Source: an optimization exercise on an open RTL-to-GDS flow (aim: small area and a short achievable clock period). Production flows keep margins and buffers that such runs may drop. Only simulation tests tie the RTL to the original design; equivalence was not proved.

// fir_16tap
module fir_16tap (
	input  wire               clk,
	input  wire               rst,
	input  wire signed [15:0] xin,
	output wire signed [35:0] yout
);
export LEC_CHECK = 0
export CAP_MARGIN = 20
export CORE_MARGIN = 2
export CORE_UTILIZATION = 65
export SLEW_MARGIN = 20
export SYNTH_HIERARCHICAL = 1
create_clock -name core_clock -period 12.5 [get_ports {clk}]
standard.sh (not shown) runs the stock make flow with config.mk's settings and CLKGATE_MAP_FILE= SYNTH_SCRIPT=/design/flow/synth_recipe.tcl, a recipe that flattens the netlist after the stock synthesis.
==> flow/flow/run.sh <==
#!/bin/bash
# The standard layout, with:
# - ORFS synthesis run through flow/my_synth.tcl, which is synth_recipe.tcl
#   with Yosys's abc pass given flow/abc.script and the full-adder
#   extraction limited to full adders in module fir_v;
# - a tighter setup target for timing repair;
# - small port buffers;
# - a clock tree of small buffers without dummy loads.
# make's output goes to make.log.
set -euo pipefail
export MY_ABC_SCRIPT="$PWD/flow/abc.script"
export MY_EXTRACT_FA="-fa fir_v"
bash standard.sh \
  "SYNTH_SCRIPT=$PWD/flow/my_synth.tcl" \
  SETUP_SLACK_MARGIN=8.4 \
  "BUFFER_PORTS_ARGS=-buffer_cell sky130_fd_sc_hd__buf_2" \
  "CTS_ARGS=-sink_clustering_enable -repair_clock_nets -dont_use_dummy_load -buf_list {sky130_fd_sc_hd__clkbuf_8} -sink_clustering_size 20 -sink_clustering_max_diameter 50" \
  finish > make.log 2>&1
==> flow/flow/abc.script <==
&get -n
&st
&dch
&nf -R 1000
&put
topo
stime -c
==> flow/flow/my_synth.tcl <==
proc synth {args} { yosys synth -nofsm -noshare {*}$args }
proc abc {args} {
  set i [lsearch -exact $args -script]
  if {$i >= 0 && [info exists ::env(MY_ABC_SCRIPT)]} { lset args [expr {$i + 1}] $::env(MY_ABC_SCRIPT) }
  yosys abc {*}$args
}
proc extract_fa {args} {
  if {[info exists ::env(MY_EXTRACT_FA)]} { set args $::env(MY_EXTRACT_FA) }
  yosys extract_fa {*}$args
}
source $::env(SCRIPTS_DIR)/synth.tcl
# left out here: clear keep_hierarchy, flatten, clean up, hide names made inside functions, write 1_2_yosys.v
The starting point finished clean.
Next try:
--- a/flow/flow/run.sh
+++ b/flow/flow/run.sh
@@ -3,4 +3,5 @@
 # - ORFS synthesis run through flow/my_synth.tcl, which is synth_recipe.tcl
-#   with Yosys's abc pass given flow/abc.script and the full-adder
-#   extraction limited to full adders in module fir_v;
+#   with Yosys's abc pass given flow/abc.script (flow/abc_y.script for
+#   module fir_y) and the full-adder extraction limited to full adders in
+#   module fir_v;
 # - a tighter setup target for timing repair;
@@ -11,2 +12,3 @@
 export MY_ABC_SCRIPT="$PWD/flow/abc.script"
+export MY_ABC_SCRIPT_Y="$PWD/flow/abc_y.script"
 export MY_EXTRACT_FA="-fa fir_v"
==> flow/flow/abc_y.script (new file) <==
&get -n
&st
&syn2
&dch
&nf
&put
buffer -c
topo
stime -c
upsize -c
dnsize -c
--- a/flow/flow/my_synth.tcl
+++ b/flow/flow/my_synth.tcl
@@ -3,4 +3,8 @@
   set i [lsearch -exact $args -script]
-  if {$i >= 0 && [info exists ::env(MY_ABC_SCRIPT)]} { lset args [expr {$i + 1}] $::env(MY_ABC_SCRIPT) }
-  yosys abc {*}$args
+  if {$i < 0 || ![info exists ::env(MY_ABC_SCRIPT_Y)]} { yosys abc {*}$args; return }
+  set rest $args
+  lset rest [expr {$i + 1}] $::env(MY_ABC_SCRIPT)
+  yosys abc {*}$rest fir_16tap fir_v
+  lset args [expr {$i + 1}] $::env(MY_ABC_SCRIPT_Y)
+  yosys abc {*}$args fir_y
 }
CORE_UTILIZATION = 60   (was 65)
Fmax barely changes.
Non-clock buffer count is unchanged.
Design area increases slightly.
Register-to-register slack is about the same.
Via count decreases by a few percent.
Setup slack is about the same.
Next try:
--- a/flow/flow/run.sh
+++ b/flow/flow/run.sh
@@ -3,5 +3,4 @@
 # - ORFS synthesis run through flow/my_synth.tcl, which is synth_recipe.tcl
-#   with Yosys's abc pass given flow/abc.script (flow/abc_y.script for
-#   module fir_y) and the full-adder extraction limited to full adders in
-#   module fir_v;
+#   with Yosys's abc pass given flow/abc.script and the full-adder
+#   extraction limited to full adders in module fir_v;
 # - a tighter setup target for timing repair;
@@ -12,3 +11,2 @@
 export MY_ABC_SCRIPT="$PWD/flow/abc.script"
-export MY_ABC_SCRIPT_Y="$PWD/flow/abc_y.script"
 export MY_EXTRACT_FA="-fa fir_v"
--- a/flow/flow/my_synth.tcl
+++ b/flow/flow/my_synth.tcl
@@ -3,8 +3,4 @@
   set i [lsearch -exact $args -script]
-  if {$i < 0 || ![info exists ::env(MY_ABC_SCRIPT_Y)]} { yosys abc {*}$args; return }
-  set rest $args
-  lset rest [expr {$i + 1}] $::env(MY_ABC_SCRIPT)
-  yosys abc {*}$rest fir_16tap fir_v
-  lset args [expr {$i + 1}] $::env(MY_ABC_SCRIPT_Y)
-  yosys abc {*}$args fir_y
+  if {$i >= 0 && [info exists ::env(MY_ABC_SCRIPT)]} { lset args [expr {$i + 1}] $::env(MY_ABC_SCRIPT) }
+  yosys abc {*}$args
 }
CORE_UTILIZATION = 70   (was 60)
removed: flow/flow/abc_y.script
=> The changed run completed without violations. Cell count goes down by a few percent. Core utilization climbs by 13 points. Global-route usage goes up by 6.4 points. First-iteration DRC count rose by well over a third. Fmax drops slightly. Non-clock buffer count rises by 1. Register-to-register slack barely changes. Area after synthesis shrinks slightly.
Next try:
--- a/flow/flow/run.sh
+++ b/flow/flow/run.sh
@@ -14,3 +14,3 @@
   "SYNTH_SCRIPT=$PWD/flow/my_synth.tcl" \
-  SETUP_SLACK_MARGIN=8.4 \
+  SETUP_SLACK_MARGIN=8.5 \
   "BUFFER_PORTS_ARGS=-buffer_cell sky130_fd_sc_hd__buf_2" \
CORE_UTILIZATION = 65   (was 70)
The new run finished with timing, DRC and antenna clean.
Setup slack improved by 0.031 ns.
Synthesized cell count stays the same.
Non-clock buffer count grows by 7.
Via count fell by 1.9%.
Design area is higher by 1.9%.

* * *

Another version of the RTL of fir_16tap (not shown whole).
Size in the first run: ~1400 cells after synthesis, ~290 flip-flops, ~54 I/O pins, ~12000 um^2 of cells after synthesis.
Settings: LEC_CHECK=0, ABC_AREA=1, CAP_MARGIN=20, CORE_MARGIN=2, CORE_UTILIZATION=65, SLEW_MARGIN=20, SYNTH_HIERARCHICAL=1; clock period 12.5 ns.
==> flow/flow/run.sh <==
#!/bin/bash
# The standard layout, with a tighter setup target for timing repair, small
# port buffers and a clock tree of small buffers without dummy loads.
# make's output goes to make.log.
set -euo pipefail
bash standard.sh \
  SETUP_SLACK_MARGIN=8.8 \
  "BUFFER_PORTS_ARGS=-buffer_cell sky130_fd_sc_hd__buf_2" \
  "CTS_ARGS=-sink_clustering_enable -repair_clock_nets -dont_use_dummy_load -buf_list {sky130_fd_sc_hd__clkbuf_8} -sink_clustering_size 20 -sink_clustering_max_diameter 50" \
  finish > make.log 2>&1
The first run passed the timing, design-rule and antenna checks.
==> next run, changes <==
==> flow/flow/run.sh (replaced) <==
#!/bin/bash
# The standard layout, with: ORFS synthesis run through flow/my_synth.tcl,
# which is synth_recipe.tcl with Yosys's abc pass given flow/abc.script;
# a tighter setup target for timing repair; small port buffers; and a clock
# tree of small buffers without dummy loads.  make's output goes to make.log.
set -euo pipefail
export MY_ABC_SCRIPT="$PWD/flow/abc.script"
bash standard.sh \
  "SYNTH_SCRIPT=$PWD/flow/my_synth.tcl" ADDER_MAP_FILE= \
  SETUP_SLACK_MARGIN=8.5 \
  "BUFFER_PORTS_ARGS=-buffer_cell sky130_fd_sc_hd__buf_2" \
  "CTS_ARGS=-sink_clustering_enable -repair_clock_nets -dont_use_dummy_load -buf_list {sky130_fd_sc_hd__clkbuf_4 sky130_fd_sc_hd__clkbuf_8} -sink_clustering_size 12 -sink_clustering_max_diameter 40" \
  finish > make.log 2>&1
==> flow/flow/abc.script (new file) <==
&get -n
&st
&dch
&nf -R 1000
&put
buffer -c
topo
stime -c
upsize -c
dnsize -c
==> flow/flow/my_synth.tcl (new file) <==
proc synth {args} { yosys synth -nofsm -noshare {*}$args }
proc abc {args} {
  set i [lsearch -exact $args -script]
  if {$i >= 0 && [info exists ::env(MY_ABC_SCRIPT)]} { lset args [expr {$i + 1}] $::env(MY_ABC_SCRIPT) }
  yosys abc {*}$args
}
source $::env(SCRIPTS_DIR)/synth.tcl
# left out here: clear keep_hierarchy, flatten, clean up, hide names made inside functions, write 1_2_yosys.v
Settings changed: ABC_AREA 1 to not set.
Routed wire length is lower by 26%.
Final area falls by 9.6%.
Count of clock-buffer cells in the layout rises by 11.
Cell count fell by 24%.
==> next run, changes <==
==> flow/flow/run.sh (replaced) <==
#!/bin/bash
# The standard layout, with a tighter setup target for timing repair, small
# port buffers and a clock tree of small buffers without dummy loads.
# make's output goes to make.log.
set -euo pipefail
bash standard.sh \
  SETUP_SLACK_MARGIN=8.5 \
  "BUFFER_PORTS_ARGS=-buffer_cell sky130_fd_sc_hd__buf_2" \
  "CTS_ARGS=-sink_clustering_enable -repair_clock_nets -dont_use_dummy_load -buf_list {sky130_fd_sc_hd__clkbuf_8} -sink_clustering_size 20 -sink_clustering_max_diameter 50" \
  finish > make.log 2>&1
removed: flow/flow/abc.script
removed: flow/flow/my_synth.tcl
What happened: Die area increases by 1.5%; final cell count went down by 5.5%; clock skew climbs by 0.0093 ns; final area came out higher by 0.34%; clock-buffer cell count goes down by 12; setup slack got worse by 0.057 ns.
==> next run, changes <==
==> flow/flow/run.sh (replaced) <==
#!/bin/bash
# The standard layout, with: ORFS synthesis run through flow/my_synth.tcl,
# which is synth_recipe.tcl with Yosys's abc pass given flow/abc.script;
# a tighter setup target for timing repair; small port buffers; and a clock
# tree of small buffers without dummy loads.  make's output goes to make.log.
set -euo pipefail
export MY_ABC_SCRIPT="$PWD/flow/abc.script"
bash standard.sh \
  "SYNTH_SCRIPT=$PWD/flow/my_synth.tcl"  \
  SETUP_SLACK_MARGIN=8.5 \
  "BUFFER_PORTS_ARGS=-buffer_cell sky130_fd_sc_hd__buf_2" \
  "CTS_ARGS=-sink_clustering_enable -repair_clock_nets -dont_use_dummy_load -buf_list {sky130_fd_sc_hd__clkbuf_8} -sink_clustering_size 20 -sink_clustering_max_diameter 50" \
  finish > make.log 2>&1
==> flow/flow/abc.script (new file) <==
&get -n
&st
&syn2
&dch
&nf
&put
buffer -c
topo
stime -c
upsize -c
dnsize -c
==> flow/flow/my_synth.tcl (new file) <==
proc synth {args} { yosys synth -nofsm -noshare {*}$args }
proc abc {args} {
  set i [lsearch -exact $args -script]
  if {$i >= 0 && [info exists ::env(MY_ABC_SCRIPT)]} { lset args [expr {$i + 1}] $::env(MY_ABC_SCRIPT) }
  yosys abc {*}$args
}
source $::env(SCRIPTS_DIR)/synth.tcl
# left out here: clear keep_hierarchy, flatten, clean up, hide names made inside functions, write 1_2_yosys.v
Via count is higher by 2.9%.
Critical path depth is lower by 1.
Routed wire length is higher by 12%.
==> next run, changes <==
--- a/flow/flow/run.sh
+++ b/flow/flow/run.sh
@@ -7,5 +7,5 @@
 export MY_ABC_SCRIPT="$PWD/flow/abc.script"
 bash standard.sh \
-  "SYNTH_SCRIPT=$PWD/flow/my_synth.tcl"  \
+  "SYNTH_SCRIPT=$PWD/flow/my_synth.tcl" ADDER_MAP_FILE= \
   SETUP_SLACK_MARGIN=8.5 \
   "BUFFER_PORTS_ARGS=-buffer_cell sky130_fd_sc_hd__buf_2" \
==> flow/flow/abc.script (replaced) <==
&get -n
&st
&dch
&nf -R 1000
&put
buffer -c
topo
stime -c
upsize -c
dnsize -c
Result: Routed wire length decreases by 21%. Final cell count increases by 3.1%. Clock-buffer cell count decreases by 2.
==> next run, changes <==
==> flow/flow/run.sh (replaced) <==
#!/bin/bash
# The standard layout, with a tighter setup target for timing repair, small
# port buffers and a clock tree of small buffers without dummy loads.
# make's output goes to make.log.
set -euo pipefail
bash standard.sh \
  SETUP_SLACK_MARGIN=8.8 \
  "BUFFER_PORTS_ARGS=-buffer_cell sky130_fd_sc_hd__buf_2" \
  "CTS_ARGS=-sink_clustering_enable -repair_clock_nets -dont_use_dummy_load -buf_list {sky130_fd_sc_hd__clkbuf_8} -sink_clustering_size 20 -sink_clustering_max_diameter 50" \
  finish > make.log 2>&1
removed: flow/flow/abc.script
removed: flow/flow/my_synth.tcl
=> Area after synthesis climbs by 1.5%. Design area climbs by 6.6%. Non-clock buffer count climbs by 23. Register-to-register slack gains 0.07 ns. Die area climbs by 1.5%.

re-timing with driven ports:
The flow's constraints put no driver on any port. The routed layouts listed below were extracted and timed again, unchanged, in two steps.
Step 1 sets driving cells, clkbuf_16 on the clock port and buf_2 on the other inputs (assumed; they add their load-dependent delay and slew).
Step 2 adds t to the input delays and takes it off the output delays; t is the mean of the earliest and latest rising clock arrival at the registers after step 1. Input paths then give back, and output paths get back, about the clock's delay inside the block.
a / b / c = ideal ports / drivers / drivers and shift; a / b = the first two.
| run | shift t [ns] | slack for setup (ns) | worst setup path after step 2 | worst data-port slew with drivers (ns) |
|---|---|---|---|---|
| the first run of note 1 | 0.556 | 8.479 / 8.500 / 7.944 | input to register | 0.03 |
| the second run of note 1 | 0.567 | 8.481 / 8.499 / 7.932 | input to register | 0.03 |
| the third run of note 1 | 0.541 | 8.449 / 8.462 / 7.921 | input to register | 0.03 |
| the fourth run of note 1 | 0.548 | 8.480 / 8.499 / 7.950 | input to register | 0.04 |
| the first run of note 2 | 0.572 | 8.848 / 8.808 / 8.377 | input to register | 0.03 |
| the second run of note 2 | 0.528 | 8.577 / 8.574 / 8.046 | input to register | 0.04 |
| the third run of note 2 | 0.546 | 8.520 / 8.527 / 7.981 | input to register | 0.04 |
| the fourth run of note 2 | 0.561 | 8.562 / 8.566 / 8.013 | input to register | 0.04 |
| the fifth run of note 2 | 0.552 | 8.553 / 8.570 / 8.018 | input to register | 0.03 |
| the sixth run of note 2 | 0.569 | 8.561 / 8.553 / 7.984 | input to register | 0.06 |
After both steps every run listed still meets setup and hold. The setup slack of the sixth run of note 2, which loses most, moves by -0.008 ns with the drivers and by -0.577 ns with both steps.
